Background: an optimization exercise with open tools, aiming at small area. Do not read the settings as production practice.
In this exercise RTL edits were held to simulation tests only and were not proved equivalent to the original.
Power is estimated from default activity; no workload was simulated.

File: flow/config.mk
export PLATFORM = sky130hd
export DESIGN_NAME = ALU_DESIGN
export DESIGN_NICKNAME = ALU_DESIGN
export VERILOG_FILES = /design/flow/design.v
export SDC_FILE = /design/flow/constraint.sdc
export NUM_CORES = 4
export LEC_CHECK = 0
export CAP_MARGIN = 20
export CORE_MARGIN = 2
export CORE_UTILIZATION = 40
export SLEW_MARGIN = 20
File: flow/constraint.sdc
create_clock -name core_clock -period 6.0 [get_ports {CLK}]
set_input_delay 1.2000 -clock core_clock [delete_from_list [all_inputs] [get_ports {CLK}]]
set_output_delay 1.2000 -clock core_clock [all_outputs]
set_load 0.01 [all_outputs]
File: flow/design.v
module ALU_DESIGN #(parameter DW = 8, CW = 4)(INP_VALID,OPA,OPB,CIN,CLK,RST,CMD,CE,MODE,COUT,OFLOW,RES,G,E,L,ERR);
  input [DW-1:0] OPA,OPB;
  input CLK,RST,CE,MODE,CIN;
  input [CW-1:0] CMD;
  input [1:0] INP_VALID;
  output reg [DW:0] RES;
  output reg COUT;
  output reg OFLOW;
  output reg G;
  output reg E;
  output reg L;
  output reg ERR;
  reg [DW-1:0] OPA_1, OPB_1;
  reg [DW-1:0] oprd1, oprd2;
  reg [3:0] CMD_tmp;
  reg [DW-1:0] AU_out_tmp1,AU_out_tmp2 ;
  reg [4:0] wait_counter;
  reg oprd1_valid, oprd2_valid;
  always @ (posedge CLK) begin
      if(RST) begin
        oprd1<=0;
        oprd2<=0;
        CMD_tmp<=0;
        wait_counter<=0;
        oprd1_valid<=0;
        oprd2_valid<=0;
      end
      else if (INP_VALID==2'b01)  begin    
        oprd1<=OPA;
        CMD_tmp<=CMD;
        oprd1_valid<=1;
        wait_counter<=0;
      end
      else if (INP_VALID==2'b10)  begin    
        oprd2<=OPB;
        CMD_tmp<=CMD;
        oprd2_valid<=1;
        wait_counter<=0;
      end
      else if (INP_VALID==2'b11)  begin    
        oprd1<=OPA;
        oprd2<=OPB;
        CMD_tmp<=CMD;
        oprd1_valid<=1;
        oprd2_valid<=1;
        wait_counter<=0;
      end
      else begin    
        if((oprd1_valid && !oprd2_valid) || (!oprd1_valid && oprd2_valid)) begin
          if(wait_counter < 16) begin
            wait_counter <= wait_counter + 1;
          end else begin
            wait_counter <= 16;
          end
        end
      end
    end
    always@(posedge CLK)
      begin
       if(CE)                   
        begin
         if(RST)                
          begin
            RES=9'b000000000;
            COUT=1'b0;
            OFLOW=1'b0;
            G=1'b0;
            E=1'b0;
            L=1'b0;
            ERR=1'b0;
            AU_out_tmp1<=0;
            AU_out_tmp2<=0;
          end
         else if(MODE && oprd1_valid && oprd2_valid)          
         begin
           RES=9'b000000000;
           COUT=1'b0;
           OFLOW=1'b0;
           G=1'b0;
           E=1'b0;
           L=1'b0;
           ERR=1'b0;
          case(CMD_tmp)             
    4'b0000:                   begin             
              RES=oprd1+oprd2;
              COUT=RES[8]?1:0;
            end
      4'b0001 :                begin
             OFLOW=(oprd1<oprd2)?1:0;
             RES=oprd1-oprd2;
            end
           4'h2:            
            begin
             RES=oprd1+oprd2+CIN;
             COUT=RES[8]?1:0;
            end
           4'b0011:             
           begin
            OFLOW=(oprd1<oprd2)?1:0;
            RES=oprd1-oprd2-CIN;
           end
           4'b0100:RES=oprd1;  
           4'b0101:RES=oprd1-1;    
           4'b0110:RES=oprd2-1;  
           4'b0111:RES=oprd2+1;  
           4'b1000:              
           begin
            RES=9'b000000000;
            if(oprd1==oprd2)
             begin
               E=1'b1;
               G=1'b0;
               L=1'b0;
             end
            else if(oprd1>oprd2)
             begin
               E=1'b0;
               G=1'b1;
               L=1'b0;
             end
            else 
             begin
               E=1'b0;
               G=1'b0;
               L=1'b1;
             end
           end
	   4'b1001: begin   
                    RES =AU_out_tmp1 * AU_out_tmp2;
                    AU_out_tmp1 <= oprd1 + 1;
                    AU_out_tmp2 <= oprd2 + 1;
                  end
           4'b1010: begin   
                    RES =AU_out_tmp1 - AU_out_tmp2;  
                    AU_out_tmp1 <= oprd1 << 1;
                    AU_out_tmp2 <= oprd2;
                  end
           default:   
            begin
            RES=9'b000000000;
            COUT=1'b0;
            OFLOW=1'b0;
            G=1'b0;
            E=1'b0;
            L=1'b0;
            ERR=1'b0;
           end
          endcase
         end
        else if(!MODE && oprd1_valid && oprd2_valid)          
        begin 
           RES=9'b000000000;
           COUT=1'b0;
           OFLOW=1'b0;
           G=1'b0;
           E=1'b0;
           L=1'b0;
           ERR=1'b0;
           case(CMD_tmp)    
             4'b0000:RES={1'b0,oprd1&oprd2};     
             4'b0001:RES={1'b0,~(oprd1&oprd2)};  
             4'b0010:RES={1'b0,oprd1&&oprd2};      
             4'b0011:RES={1'b0,~(oprd1|oprd2)};  
             4'b0100:RES={1'b0,oprd1^oprd2};     
             4'b0101:RES={1'b0,~(oprd1^oprd2)};  
             4'b0110:RES={1'b0,~oprd1};        
             4'b0111:RES={1'b0,~oprd2};        
             4'b1000:RES={1'b0,oprd1};      
             4'b1001:RES={1'b0,oprd1<<1};      
             4'b1010:RES={1'b0,oprd2<<1};    
             4'b1011:RES={1'b0,oprd2<<1};     
             4'b1100:                        
             begin
               if(oprd2[0])
                 OPA_1 = {oprd1[6:0], oprd1[7]};
               else
                 OPA_1 = oprd1;
               if(oprd2[1])
                 OPB_1 =  {OPA_1[5:0], OPA_1[7:6]}; 
               else
                 OPB_1= OPA_1;
               if(oprd2[2])
                 RES =  {OPB_1[3:0], OPB_1[7:4]} ;
               else
                 RES = OPB_1;
               if(oprd2[4] | oprd2[5] | oprd2[6] | oprd2[7])
                 ERR=1'b1;
             end
             4'b1101:                        
             begin
               if(oprd2[0])
                 OPA_1 = {oprd1[0], oprd1[7:1]};
               else
                 OPA_1 = oprd1;
               if(oprd2[1])
                 OPB_1 =  {OPA_1[1:0], OPA_1[7:2]}; 
               else
                 OPB_1= OPA_1;
               if(oprd2[2])
                 RES =  {OPB_1[3:0], OPB_1[7:4]} ;
               else
                 RES = OPB_1;
               if(oprd2[4] | oprd2[5] | oprd2[6] | oprd2[7])
                 ERR=1'b0;
             end
             default:   
               begin
               RES=9'b000000000;
               COUT=1'b0;
               OFLOW=1'b0;
               G=1'b0;
               E=1'b0;
               L=1'b0;
               ERR=1'b0;
               end
          endcase
     end
    end
       if(!RST && wait_counter >= 16 &&
          ((INP_VALID==2'b01 && oprd2_valid) || (INP_VALID==2'b10 && oprd1_valid)))
         ERR = 1'b1;
   end
endmodule
File: flow/run.sh
#!/bin/bash
# synth_recipe.tcl (not shown) runs the flow's synth.tcl, then flattens the netlist and writes it again
# the make line also repeats each setting of config.mk as NAME=value (left out here)
make -C /OpenROAD-flow-scripts/flow DESIGN_CONFIG=/design/flow/config.mk WORK_HOME=/design/flow/orfs CLKGATE_MAP_FILE= SYNTH_SCRIPT=/design/flow/synth_recipe.tcl finish
==> notes.md <==
[state kept, by name, indices dropped and copies added, names as in the netlist, 4 cells and up]
register,flops
RES,9
oprd1,8
AU_out_tmp1,8
wait_counter,5
CMD_tmp,4
AU_out_tmp2,8
oprd2,8
[power breakdown]
part / internal (W) / leakage [nW] / total (W) / switching, W
Clock: 0.000289 / 0.134 / 0.000475 / 0.000186
Sequential: 0.000440 / 0.518 / 0.000469 / 0.0000289
Combinational: 0.000266 / 2.49 / 0.000662 / 0.000396
Total: 0.000995 / 3.14 / 0.00161 / 0.000611
[logic make-up (layout without fill, tap and decap cells)]
family	after synthesis	count (layout)	share of synthesized area [%]
AND/OR/NAND/NOR	338	338	21.58
AO/OA/AOI/OAI	220	220	19.76
buffers and inverters	123	146	6.625
adder cells (fa/ha/maj)	89	89	17.30
XOR/XNOR	67	67	8.294
flip-flops	58	58	19.89
multiplexers	27	27	6.557
[Yosys cell counts, types with 17 or more instances]
cell type / n / share of area [%]
nand3_1: 21 / 1.4
nand2_1: 119 / 6.1
o21ai_0: 47 / 3.2
fa_1: 21 / 5.7
a21oi_1: 50 / 3.4
ha_1: 68 / 12
dfxtp_1: 28 / 7.6
inv_1: 69 / 3.5
clkbuf_1: 36 / 1.8
nor3_1: 25 / 1.7
edfxtp_1: 30 / 12
nor2_1: 89 / 4.5
o22ai_1: 17 / 1.4
xnor2_1: 50 / 6.0
[worst min-delay path by stage]
| stage | from | to | slack, ns | cells after the start |
|---|---|---|---|---|
| 2_1_floorplan | wait_counter[3] | wait_counter[3] | 0.48 | 2 |
| 3_3_place_gp | ERR | ERR | 0.47 | 2 |
| 3_5_place_dp | ERR | ERR | 0.46 | 2 |
| 4_1_cts | ERR | ERR | 0.48 | 2 |
| 5_1_grt | ERR | ERR | 0.52 | 2 |
| 6_report | ERR | ERR | 0.48 | 2 |
[routing by layer]
metal / wire length [µm] / GRT usage [%] / vias up
met5: 0 / 0 / -
met4: 711 / 8.187 / 0
met3: 2433 / 6.435 / 66
met2: 10800 / 38.54 / 365
met1: 10470 / 34.63 / 3293
li1: - / - / 3314
[cell usage in the layout (no fill, tap or decap), types with 4 or more instances in the layout]
master and n:
nand3_1 21, a221oi_1 9, a31oi_1 4, o211ai_1 10
clkdlybuf4s50_1 41, or3_1 6, nand2_1 119, mux2i_1 11
inv_1 69, dfxtp_1 28, a211oi_1 10, nor3_1 25
nand2b_1 10, a21oi_1 50, xor2_1 14, edfxtp_1 30
nor2b_1 9, o21ai_0 47, o21a_1 7, and2_1 15
o21ai_1 10, and3_1 7, buf_4 18, nor4_1 9
a22oi_1 13, ha_1 68, xnor2_1 50, mux4_2 13
o22ai_1 17, nand4_1 5, clkbuf_16 9, nor2_1 88
fa_1 21, nor3b_1 5, a21o_1 6
[cell type report]
cell class / instances / area [µm²]
clock buffer: 13 / 250.2
clock inverter: 3 / 16.27
multi-input combinational: 741 / 5408
sequential: 58 / 1461
fill: 1838 / 9729
tap: 229 / 286.5
timing repair buffer: 59 / 545.5
inverter: 71 / 266.5
[stage by stage]
step / instances / hold WS, ns
6_report: 1174 / 0.4786
5_1_grt: 1174 / 0.5196
4_1_cts: 1174 / 0.4802
3_5_place_dp: 1158 / 0.4600
3_3_place_gp: 1158 / 0.4712
2_1_floorplan: 922 / 0.4782
[worst max-delay path: stages (launching register included)]
cell      delay (ns)
edfxtp_1        0.47
ha_1            0.19
inv_1           0.05
fa_1            0.53
inv_1           0.04
ha_1            0.27
inv_1           0.06
fa_1            0.50
fa_1            0.55
inv_1           0.04
ha_1            0.32
a211oi_1        0.24
nor3_1          0.10
a221oi_2        0.20
o21ai_1         0.10
or4_1           0.49
a221oi_2        0.19
o22ai_1         0.09
==> flow_summary_export.csv <==
group,metric,value,unit
sta,final.min_clock_period,4.712,ns
floorplan,floorplan.initialDensity,40.90,%
clocking,cts_made_buffers,9,
routing,via_count,7038,
clocking,cts_htree_levels,3,
run,cap_viol_max_count,0,
grt,antenna_found_initial,0,
cells_and_area,layout.nets,1056,
floorplan,io_pins,42,
grt,grt_pass1_vias,6635,
placement,place_area,0.007959,mm²
sta,fin_tns_setup,0,ns
synth,syn_nets,1038,
cells_and_area,layout-drive-gt1-share,6.667,%
cells_and_area,syn_to_final_growth,12.07,%
routing,viasPerCell,5.995,
floorplan,core,0.01796,mm²
cells_and_area,antenna-diode-count,0,
cells_and_area,final_cell_area,0.008234,mm²
grt,grt_remaining_overflow,0,
run_status,status,"finished clean",
clocking,cts_root_buf,"clkbuf_16",
clocking,cts_hold_buffers,0,
synth,syn_area,0.007347,mm²
sta,setup_slack,1.288,ns
floorplan,die-area,0.01947,mm²
sta,setup_violations,0,
floorplan,num_rows,49,
clocking,cts_tree,"built",
placement,port_buffers,41,
sta,finalHoldViolCount,0,
synth,ys_ff_latch,58,
power,ir_worst_vdd,0.1415,mV
power,power_density,195.0,mW/mm²
synth,syn_area_per_cell,7.969,µm²
synth,yosys_most_used_dff,"edfxtp_1",
power,p_leak,3.139,nW
critical_path,reg2reg_slack,1.29,ns
routing,route.detailed.drc,0,
floorplan,die_h,139.5,µm
sta,fin_skew,0.01247,ns
cells_and_area,fin_util,45.84,%
routing,wire_per_inst,20.80,µm
routing,dr.pass1.iters,6,
placement,dp_hpwl,18510,µm
synth,synth-seq-area-share,19.89,%
critical_path,r2r_start,"AU_out_tmp1[3]",
clocking,post_cts_buffers,0,
synth,postSynthCellCount,922,
floorplan,die_width,139.5,µm
placement,place_ws,1.365,ns
grt,track_usage,25.12,%
synth,yosysUniqueCellTypes,78,
sta,rsz0062_at_grt,"false",
synth,yosysWarnings,1,
synth,synth_edf_count,30,
grt,grt_max_degree,35,
clocking,clk_path_buf_depth,2,
critical_path,cp_max_fo,7,
sta,max_slew_margin,36.60,%
min_path,min_path_type,"reg -> reg",
clocking,clock_sink_count,58,
critical_path,critPathRequiredTime,6.06,ns
clocking,clk_pin_slew,0.06,ns
routing,drt_iter0_drc,919,
routing,wirelength,24410,µm
grt,grt_pass1_wl,37940,µm
critical_path,endpoint,"RES[6]",
power,power,0.001606,W
critical_path,start_kind,"register",
critical_path,critPathKind,"reg -> reg",
routing,postRouteAntennaNets,0,
sta,worst_pin_slew,0.9480,ns
critical_path,cp-startpoint,"AU_out_tmp1[3]",
critical_path,reg2reg_depth,17,
sta,slew_viol_final,0,
synth,synthArstFlopShare,0,%
sta,timing.final.crit_share,78.53,%
clocking,ctsResizeCount,0,
critical_path,critical_path_arrival,4.78,ns
clocking,clk-insertion-delay-late,0.35,ns
critical_path,worst_setup_path_end_kind,"register",
placement,routabilityCongestion,0.9464,
sta,fmax,212.2,MHz
critical_path,regToRegEndpoint,"RES[6]",

==> port drivers added, routing unchanged <==
The results above use ideal ports. As a check the final layout listed here was re-extracted and re-timed, cells and wires unchanged. Step 1: set_driving_cell puts a clkbuf_16 on CLK and a buf_2 on each other input, an assumption about the parent block. Step 2 moves the port delays by t, midway between the first and last clock arrival at a register: inputs arrive t later, outputs are due t later. That takes back most of the time a late clock gives input paths. a / b / c = no drivers / after step 1 / after step 2; a / b = the first two.
t (ns): 0.382
setup slack, ns: 1.288 / 1.288 / 1.288
worst setup path at the end: register to register
latest minus earliest clock arrival (ns): 0.012 / 0.012
After both steps this run still meets setup and hold. For this run, drivers alone change the setup slack by 0.000 ns; drivers and shift together by 0.000 ns.
